Context: an optimization exercise on an open-source flow, tuned for small area. The choices shown serve that exercise and are no tape-out recipe.
The RTL was checked by simulation tests, not by an equivalence proof against the original design.
Power is estimated from default activity; no workload was simulated. The flow treats the clock pin as an ideal source, which a real chip does not have.

// YUV_2xy_scaler
module YUV_2xy_scaler #(
parameter pix_per_clock     = 1,
parameter data_width        = 8,
parameter scaler_rate       = 2,
parameter out_pix_per_clock = 4,
parameter h_total           = 64,
parameter v_total           = 16
)
(
input wire clk_in                                   ,
input wire reset                                    ,
input wire[23:0] rdata                              ,
input wire rlast                                    ,
output reg rready                                   ,
input wire ruser                                    ,
input wire rvalid                                   ,
output reg[63:0] tdata                              ,
output reg tlast                                    ,
input wire tready                                   ,
output reg tuser                                    ,
output reg tvalid
);
always @ (posedge clk_in)
begin
    rready <= tready;
end
reg         rst_in;
reg         rst_in_dly1;
reg         rst_in_dly2;
always @ (posedge clk_in or posedge reset)
begin
    if (reset)
        rst_in_dly1    <= 1'b1;
    else
        rst_in_dly1    <= 1'b0;
end
always @ (posedge clk_in)
begin
    rst_in_dly2    <= rst_in_dly1;
    rst_in         <= rst_in_dly2 || ruser;
end
reg[5:0]    hc;
always @ (posedge clk_in)
begin
    if (rst_in)
        hc  <= 6'd0;
    else if (rlast)
        hc  <= 6'd1;
    else if (hc == 6'd38)
        hc  <= 6'd0;
    else if (hc != 6'd0)
        hc  <= hc + 1'b1;
end
localparam  RD_IDLE = 2'd0;
localparam  RD_C    = 2'd1;      
localparam  RD_S    = 2'd2;      
reg         rd_last;
reg         rd_last_dly1;
reg         rd_last_dly2;
reg[5:0]    rd_cnt;              
reg[1:0]    rd_state;
reg[1:0]    rd_state_dly;
reg[5:0]    r_addr;
reg         enb;
always @ (posedge clk_in)
begin
    if (rst_in)
        rd_cnt  <= 6'd0;
    else if (rd_cnt > (v_total << 1))
        rd_cnt  <= 6'd0;
    else if (rd_last_dly2)
        rd_cnt  <= rd_cnt + 1'b1;
end
always @ (posedge clk_in)
begin
    if (rst_in)
        rd_state    <= RD_IDLE;
    else
        case (rd_state)
            RD_IDLE:
                if (rd_cnt == (v_total << 1))
                    rd_state    <= RD_S;
  ...
Size: roughly 8,300 cells after synthesis, roughly 3,200 flip-flops, roughly 98 I/O pins, ~0.095 sq mm of cells after synthesis.
==> flow/config.mk <==
export PLATFORM = sky130hd
export DESIGN_NAME = YUV_2xy_scaler
export DESIGN_NICKNAME = YUV_2xy_scaler
export VERILOG_FILES = /design/flow/design.v
export SDC_FILE = /design/flow/constraint.sdc
export NUM_CORES = 4
export LEC_CHECK = 0
export CAP_MARGIN = 20
export CORE_MARGIN = 2
export CORE_UTILIZATION = 50
export SLEW_MARGIN = 20
==> flow/constraint.sdc <==
create_clock -name core_clock -period 8.0 [get_ports {clk_in}]
set_input_delay 1.6000 -clock core_clock [delete_from_list [all_inputs] [get_ports {clk_in}]]
set_output_delay 1.6000 -clock core_clock [all_outputs]
set_load 0.01 [all_outputs]
standard.sh (not shown) runs the stock make flow with config.mk's settings and CLKGATE_MAP_FILE= SYNTH_SCRIPT=/design/flow/synth_recipe.tcl, a recipe that flattens the netlist after the stock synthesis.
==> flow/flow/run.sh <==
#!/bin/bash
# The standard layout (the standard.sh: standard synthesis, floorplan,
# placement, CTS, routing, finish), with two settings changed:
# - clock tree: clkbuf_16 buffers with larger sink clusters and no dummy
#   loads (the tree is still built and balanced by TritonCTS);
# - port buffers: buf_1 cells (every port still gets a buffer).
set -euo pipefail
export CTS_ARGS="-sink_clustering_enable -repair_clock_nets -buf_list sky130_fd_sc_hd__clkbuf_16 -sink_clustering_size 30 -sink_clustering_max_diameter 80 -dont_use_dummy_load"
export BUFFER_PORTS_ARGS="-buffer_cell sky130_fd_sc_hd__buf_1"
bash standard.sh > standard.log 2>&1
Next try:
--- a/flow/design.v
+++ b/flow/design.v
@@ -180,22 +180,19 @@
         end
 end
 always @ (posedge clk_in)
 begin
     tvalid  <= tvalid_pre;
 end
 reg         pol;
 always @ (posedge clk_in)
 begin
-    if (rst_in_dly2)
-        pol <= 1'b0;
-    else
-        pol <= ~pol;
+    pol <= ~pol;
 end
 reg[5:0]    wx;
 always @ (posedge clk_in)
 begin
     if (rst_in_dly2)
         wx  <= 6'd0;
     else if (rvalid)
         wx  <= wx + 1'b1;
 end
@@ -269,28 +266,26 @@
 always @ (posedge clk_in)
 begin
     ych <= ~((ych | {1536{sh_y}}) & ({ao, ae, ych[32*48-1:48]} | {1536{hd_y}}));
 end
 function [63:0] pack;
     input [23:0] e;
     input [23:0] o;
     input [7:0]  n;
     input        last;
-    input        p;
     reg [7:0] ye_i, yo_i;
     begin
-        ye_i = (e[7:0] >> 1) + (o[7:0] >> 1) + p;
-        yo_i = last ? ye_i : (o[7:0] >> 1) + (n >> 1) + p;
+        ye_i = (e[7:0] >> 1) + (o[7:0] >> 1);
+        yo_i = last ? ye_i : (o[7:0] >> 1) + (n >> 1);
         pack = {o[23:16], yo_i, o[15:0], e[23:16], ye_i, e[15:0]};
     end
 endfunction
-wire[63:0]  aw = pack(ae, ao, an, klast, pol);
-wire[63:0]  yw = pack(ych[23:0], ych[47:24], ych[55:48], klast, pol);
-wire        cin = interp ? pol : yw[0];
+wire[63:0]  aw = pack(ae ^ {24{pol}}, ao ^ {24{pol}}, an ^ {8{pol}}, klast);
+wire[63:0]  yw = pack(ych[23:0] ^ {24{pol}}, ych[47:24] ^ {24{pol}}, ych[55:48] ^ {8{pol}}, klast);
 always @ (posedge clk_in)
 begin
     if (rst_in)
         tdata   <= 64'd0;
     else
-        tdata   <= ((aw >> 1) + (yw >> 1) + cin) ^ {64{pol}};
+        tdata   <= (aw >> 1) + (yw >> 1) + (!interp && yw[0]);
 end
 endmodule
=> The changed run went through all stages and came out clean. Via count barely changes. Clock skew rises by 12 ps. Sequential power hardly moves. Final area rises by 0.45%. Die area rises by 0.43%. Cell count rises by 0.74%. Power falls by 0.71%.


Setup of v36:
The RTL this note starts from:
==> flow/design.v <==
module yuv_line_ram #(
parameter DEPTH = 8
)
(
input  wire                  clk,
input  wire                  sh_e,      
input  wire                  hd_e,      
input  wire                  sh_o,      
input  wire                  hd_o,      
input  wire [23:0]           din,       
output wire [23:0]           head_e,
output wire [23:0]           head_o,
output wire [7:0]            next_ye    
);
localparam W = 24*DEPTH;
reg [W-1:0] ce;
reg [W-1:0] co;
always @(posedge clk)
begin
    ce <= ~((ce | {W{sh_e}}) & ({din, ce[W-1:24]} | {W{hd_e}}));
    co <= ~((co | {W{sh_o}}) & ({din, co[W-1:24]} | {W{hd_o}}));
end
assign head_e  = ce[23:0];
assign head_o  = co[23:0];
assign next_ye = ce[31:24];
endmodule
module YUV_2xy_scaler #(
parameter pix_per_clock     = 1,
parameter data_width        = 8,
parameter scaler_rate       = 2,
parameter out_pix_per_clock = 4,
parameter h_total           = 64,
parameter v_total           = 16
)
(
input wire clk_in                                   ,
input wire reset                                    ,
input wire[23:0] rdata                              ,
input wire rlast                                    ,
output reg rready                                   ,
input wire ruser                                    ,
input wire rvalid                                   ,
output reg[63:0] tdata                              ,
output reg tlast                                    ,
input wire tready                                   ,
output reg tuser                                    ,
output reg tvalid
);
always @ (posedge clk_in)
begin
    rready <= tready;
end
reg         rst_in;
reg         rst_in_dly1;
reg         rst_in_dly2;
always @ (posedge clk_in or posedge reset)
begin
    if (reset)
        rst_in_dly1    <= 1'b1;
    else
        rst_in_dly1    <= 1'b0;
end
always @ (posedge clk_in)
begin
    rst_in_dly2    <= rst_in_dly1;
    rst_in         <= rst_in_dly2 || ruser;
end
reg[5:0]    hc;
always @ (posedge clk_in)
begin
    if (rst_in)
        hc  <= 6'd0;
    else if (rlast)
        hc  <= 6'd1;
    else if (hc == 6'd38)
        hc  <= 6'd0;
    else if (hc != 6'd0)
        hc  <= hc + 1'b1;
end
localparam  RD_IDLE = 2'd0;
localparam  RD_C    = 2'd1;      
localparam  RD_S    = 2'd2;      
reg         rd_last;
reg         rd_last_dly1;
reg         rd_last_dly2;
reg[5:0]    rd_cnt;              
reg[1:0]    rd_state;
reg[1:0]    rd_state_dly;
reg[5:0]    r_addr;
reg         enb;
always @ (posedge clk_in)
begin
    if (rst_in)
        rd_cnt  <= 6'd0;
    else if (rd_cnt > (v_total << 1))
        rd_cnt  <= 6'd0;
    else if (rd_last_dly2)
        rd_cnt  <= rd_cnt + 1'b1;
end
always @ (posedge clk_in)
begin
    if (rst_in)
        rd_state    <= RD_IDLE;
    else
        case (rd_state)
            RD_IDLE:
                if (rd_cnt == (v_total << 1))
                    rd_state    <= RD_S;
                else if (hc == 6'd37 || hc == 6'd38)
                    rd_state    <= RD_C;
            RD_C:
                if (rd_last_dly2)
                    rd_state    <= RD_S;
            RD_S:
                if (rd_last_dly2)
                    rd_state    <= RD_IDLE;
            default:
                rd_state    <= RD_IDLE;
        endcase
end
always @ (posedge clk_in)
begin
    rd_state_dly    <= rd_state;
end
always @ (posedge clk_in)
begin
    if (rst_in)
        r_addr  <= 6'd0;
    else if (rd_state == RD_IDLE || rd_state_dly != rd_state)
        r_addr  <= 6'd0;
    else if (enb)
        r_addr  <= r_addr + 1'b1;
end
always @ (posedge clk_in)
begin
    if (rst_in)
        enb     <= 1'b0;
    else
        enb     <= (r_addr <= (h_total >> 1)) && (rd_state == RD_C || rd_state == RD_S);
end
always @ (posedge clk_in)
begin
    if (rst_in)
        rd_last <= 1'b0;
    else
        rd_last <= (r_addr == (h_total >> 1));
end
always @ (posedge clk_in)
begin
    rd_last_dly1    <= rd_last;
    rd_last_dly2    <= rd_last_dly1;
end
always @ (posedge clk_in)
begin
    if (rst_in)
        tuser   <= 1'b0;
    else
        tuser   <= (rd_cnt == 6'd1) && (r_addr == 6'd3);
end
always @ (posedge clk_in)
begin
    if (rst_in)
        tlast   <= 1'b0;
    else
        tlast   <= (rd_cnt != 6'd0) && rd_last_dly1;
end
reg         rsh;
reg         tvalid_pre;
always @ (posedge clk_in)
begin
    if (rst_in)
        begin
            rsh         <= 1'b0;
            tvalid_pre  <= 1'b0;
        end
    else
        begin
            rsh         <= enb && (r_addr >= 6'd2);
            tvalid_pre  <= enb && (r_addr >= 6'd2) && (rd_cnt != 6'd0);
        end
end
always @ (posedge clk_in)
begin
    tvalid  <= tvalid_pre;
end
reg         pol;
always @ (posedge clk_in)
begin
    if (rst_in_dly2)
        pol <= 1'b0;
    else
        pol <= ~pol;
end
reg[5:0]    wx;
always @ (posedge clk_in)
begin
    if (rst_in_dly2)
        wx  <= 6'd0;
    else if (rvalid)
        wx  <= wx + 1'b1;
end
wire[4:0]   rk = r_addr[4:0] - 5'd3;
wire        interp = (rd_state_dly == RD_C);
wire        rsh_nx  = !rst_in && enb && (r_addr >= 6'd2);
wire        ip_nx   = (rd_state == RD_C);
wire[4:0]   rk_nx   = r_addr[4:0] - 5'd2;
function [1:0] sec;
    input [1:0] quarter;
    sec = (quarter == 2'd0) ? 2'd0 : (quarter == 2'd3) ? 2'd2 : 2'd1;
endfunction
reg[2:0]    rd_q, rdn_q;
reg         sh_y, hd_y;
reg[2:0]    ksel;        
reg         kb1, kb2;    
reg         klast;       
integer j;
always @ (posedge clk_in)
begin
    for (j = 0; j < 3; j = j + 1)
        begin
            rd_q[j]     <=  (rsh_nx && ip_nx && sec(rk_nx[4:3]) == j);
            rdn_q[j]    <= !(rsh_nx && ip_nx && sec(rk_nx[4:3]) == j);
        end
    sh_y    <=  rsh_nx;
    hd_y    <= !rsh_nx;
    ksel    <= {sec(rk_nx[4:3]) == 2'd2, sec(rk_nx[4:3]) == 2'd1, sec(rk_nx[4:3]) == 2'd0};
    kb1     <= (rk_nx == 5'd7);
    kb2     <= (rk_nx == 5'd23);
    klast   <= (rk_nx == 5'd31);
end
wire[2:0]   wr_e, wr_o, sh_e, hd_e, sh_o, hd_o;
genvar q;
generate
for (q = 0; q < 3; q = q + 1)
    begin : g_en
        assign wr_e[q] = rvalid && (sec(wx[5:4]) == q) && !wx[0];
        assign wr_o[q] = rvalid && (sec(wx[5:4]) == q) &&  wx[0];
        assign sh_e[q] = rd_q[q] || wr_e[q];
        assign hd_e[q] = rdn_q[q] && !wr_e[q];
        assign sh_o[q] = rd_q[q] || wr_o[q];
        assign hd_o[q] = rdn_q[q] && !wr_o[q];
    end
endgenerate
wire[23:0]  din = rdata ^ {24{pol}};
wire[23:0]  qe [2:0];
wire[23:0]  qo [2:0];
wire[7:0]   qn [2:0];
generate
for (q = 0; q < 3; q = q + 1)
    begin : g_q
        yuv_line_ram #(.DEPTH(q == 1 ? 16 : 8)) u_q (
            .clk    (clk_in),
            .sh_e   (sh_e[q]),
            .hd_e   (hd_e[q]),
            .sh_o   (sh_o[q]),
            .hd_o   (hd_o[q]),
            .din    (din),
            .head_e (qe[q]),
            .head_o (qo[q]),
            .next_ye(qn[q])
        );
    end
endgenerate
reg[32*48-1:0] ych;
wire[23:0]  ae = !interp ? ych[23:0]  : ksel[0] ? qe[0] : ksel[1] ? qe[1] : qe[2];
wire[23:0]  ao = !interp ? ych[47:24] : ksel[0] ? qo[0] : ksel[1] ? qo[1] : qo[2];
wire[7:0]   an = !interp ? ych[55:48] : kb1 ? qe[1][7:0] : kb2 ? qe[2][7:0] :
                 ksel[0] ? qn[0] : ksel[1] ? qn[1] : qn[2];
always @ (posedge clk_in)
begin
    ych <= ~((ych | {1536{sh_y}}) & ({ao, ae, ych[32*48-1:48]} | {1536{hd_y}}));
end
function [63:0] pack;
    input [23:0] e;
    input [23:0] o;
    input [7:0]  n;
    input        last;
    input        p;
    reg [7:0] ye_i, yo_i;
    begin
        ye_i = (e[7:0] >> 1) + (o[7:0] >> 1) + p;
        yo_i = last ? ye_i : (o[7:0] >> 1) + (n >> 1) + p;
        pack = {o[23:16], yo_i, o[15:0], e[23:16], ye_i, e[15:0]};
    end
endfunction
wire[63:0]  aw = pack(ae, ao, an, klast, pol);
wire[63:0]  yw = pack(ych[23:0], ych[47:24], ych[55:48], klast, pol);
wire        cin = interp ? pol : yw[0];
always @ (posedge clk_in)
begin
    if (rst_in)
        tdata   <= 64'd0;
    else
        tdata   <= ((aw >> 1) + (yw >> 1) + cin) ^ {64{pol}};
end
endmodule
==> flow/config.mk <==
export PLATFORM = sky130hd
export DESIGN_NAME = YUV_2xy_scaler
export DESIGN_NICKNAME = YUV_2xy_scaler
export VERILOG_FILES = /design/flow/design.v
export SDC_FILE = /design/flow/constraint.sdc
export NUM_CORES = 4
export LEC_CHECK = 0
export CAP_MARGIN = 5
export CORE_MARGIN = 2
export CORE_UTILIZATION = 50
export SLEW_MARGIN = 5
==> flow/constraint.sdc <==
create_clock -name core_clock -period 8.0 [get_ports {clk_in}]
set_input_delay 1.6000 -clock core_clock [delete_from_list [all_inputs] [get_ports {clk_in}]]
set_output_delay 1.6000 -clock core_clock [all_outputs]
set_load 0.01 [all_outputs]
==> flow/flow/run.sh <==
#!/bin/bash
# The standard layout (the standard.sh: standard synthesis, floorplan,
# placement, CTS, routing, finish), with two settings changed:
# - clock tree: clkbuf_16 buffers with larger sink clusters and no dummy
#   loads (the tree is still built and balanced by TritonCTS);
# - port buffers: buf_1 cells (every port still gets a buffer).
set -euo pipefail
export CTS_ARGS="-sink_clustering_enable -repair_clock_nets -buf_list sky130_fd_sc_hd__clkbuf_16 -sink_clustering_size 34 -sink_clustering_max_diameter 80 -dont_use_dummy_load"
export BUFFER_PORTS_ARGS="-buffer_cell sky130_fd_sc_hd__buf_1"
bash standard.sh > standard.log 2>&1
Edits applied to the flow inputs when going from v36 to v24:
-- flow/design.v --
<<< v36, line 165
        tlast   <= (rd_cnt != 6'd0) && rd_last_dly1;
end
reg         rsh;
reg         tvalid_pre;
always @ (posedge clk_in)
begin
    if (rst_in)
        begin
            rsh         <= 1'b0;
            tvalid_pre  <= 1'b0;
        end
    else
        begin
            rsh         <= enb && (r_addr >= 6'd2);
            tvalid_pre  <= enb && (r_addr >= 6'd2) && (rd_cnt != 6'd0);
        end
end
always @ (posedge clk_in)
>>> v24, line 165
        tlast   <= (rd_cnt != 6'd0) && rd_last_dly1;
end
reg         tvalid_pre;
always @ (posedge clk_in)
begin
    if (rst_in)
        tvalid_pre  <= 1'b0;
    else
        tvalid_pre  <= enb && (r_addr >= 6'd2) && (rd_cnt != 6'd0);
end
always @ (posedge clk_in)
<<< v36, line 200
        wx  <= wx + 1'b1;
end
wire[4:0]   rk = r_addr[4:0] - 5'd3;
wire        interp = (rd_state_dly == RD_C);
wire        rsh_nx  = !rst_in && enb && (r_addr >= 6'd2);
>>> v24, line 193
        wx  <= wx + 1'b1;
end
wire        interp = (rd_state_dly == RD_C);
wire        rsh_nx  = !rst_in && enb && (r_addr >= 6'd2);
<<< v36, line 211
reg[2:0]    rd_q, rdn_q;
reg         sh_y, hd_y;
reg[2:0]    ksel;        
reg         kb1, kb2;    
reg         klast;       
>>> v24, line 203
reg[2:0]    rd_q, rdn_q;
reg         sh_y, hd_y;
reg[1:0]    ksel;        
reg         kb1, kb2;    
reg         klast;       
<<< v36, line 224
    sh_y    <=  rsh_nx;
    hd_y    <= !rsh_nx;
    ksel    <= {sec(rk_nx[4:3]) == 2'd2, sec(rk_nx[4:3]) == 2'd1, sec(rk_nx[4:3]) == 2'd0};
    kb1     <= (rk_nx == 5'd7);
    kb2     <= (rk_nx == 5'd23);
>>> v24, line 216
    sh_y    <=  rsh_nx;
    hd_y    <= !rsh_nx;
    ksel    <= {sec(rk_nx[4:3]) == 2'd1, sec(rk_nx[4:3]) == 2'd0};
    kb1     <= (rk_nx == 5'd7);
    kb2     <= (rk_nx == 5'd23);
[summary]
v24 vs v36: global routing met1 resource utilization up in v24. Clock power, v24 and v36, lower one = v36. v36 -> v24: number of top-level design ports delta 0, exact match. Looking at v24 and v36, the die area is a wash. Per the comparison of v24 with v36, synthesized instance count moved up; stage delay of the slowest cell on the critical path level; post-route worst setup slack moved up; post-layout instance count excluding filler cells moved up. Maximum clock frequency of v24 exceeds that of v36 by a few percent. Summary: with v36 as the reference, clock buffer instance count of the final layout in v24 moved up by more than 10%. Compared with v36, v24 shows a lower proportion of power drawn by flip-flops and latches. v24 vs. v36: tightest hold margin stayed essentially flat; count of fill cells added during filler insertion climbed 0.37%.

==> static timing again, ports no longer ideal <==
The results above use ideal ports. As a check the final layouts listed here were re-extracted and re-timed, cells and wires unchanged.
Step 1: set_driving_cell puts a clkbuf_16 on clk_in and a buf_2 on each other input, an assumption about the parent block.
Step 2 adds t to the input delays and takes it off the output delays; t is the mean of the earliest and latest rising clock arrival at the registers after step 1. Input paths then give back, and output paths get back, about the clock's delay inside the block.
a / b / c = ideal / step 1 / step 2; a / b = the first two.
run | t (ns) | slack for setup (ns) | worst setup path at the end
the first run of note 1 | 0.866 | 1.656 / 1.656 / 1.656 | register to register
the second run of note 1 | 0.869 | 1.512 / 1.512 / 1.512 | register to register
v36 | 0.854 | 1.717 / 1.717 / 1.717 | register to register
v24 | 0.858 | 1.885 / 1.885 / 1.885 | register to register
After both steps every run listed still meets setup and hold.
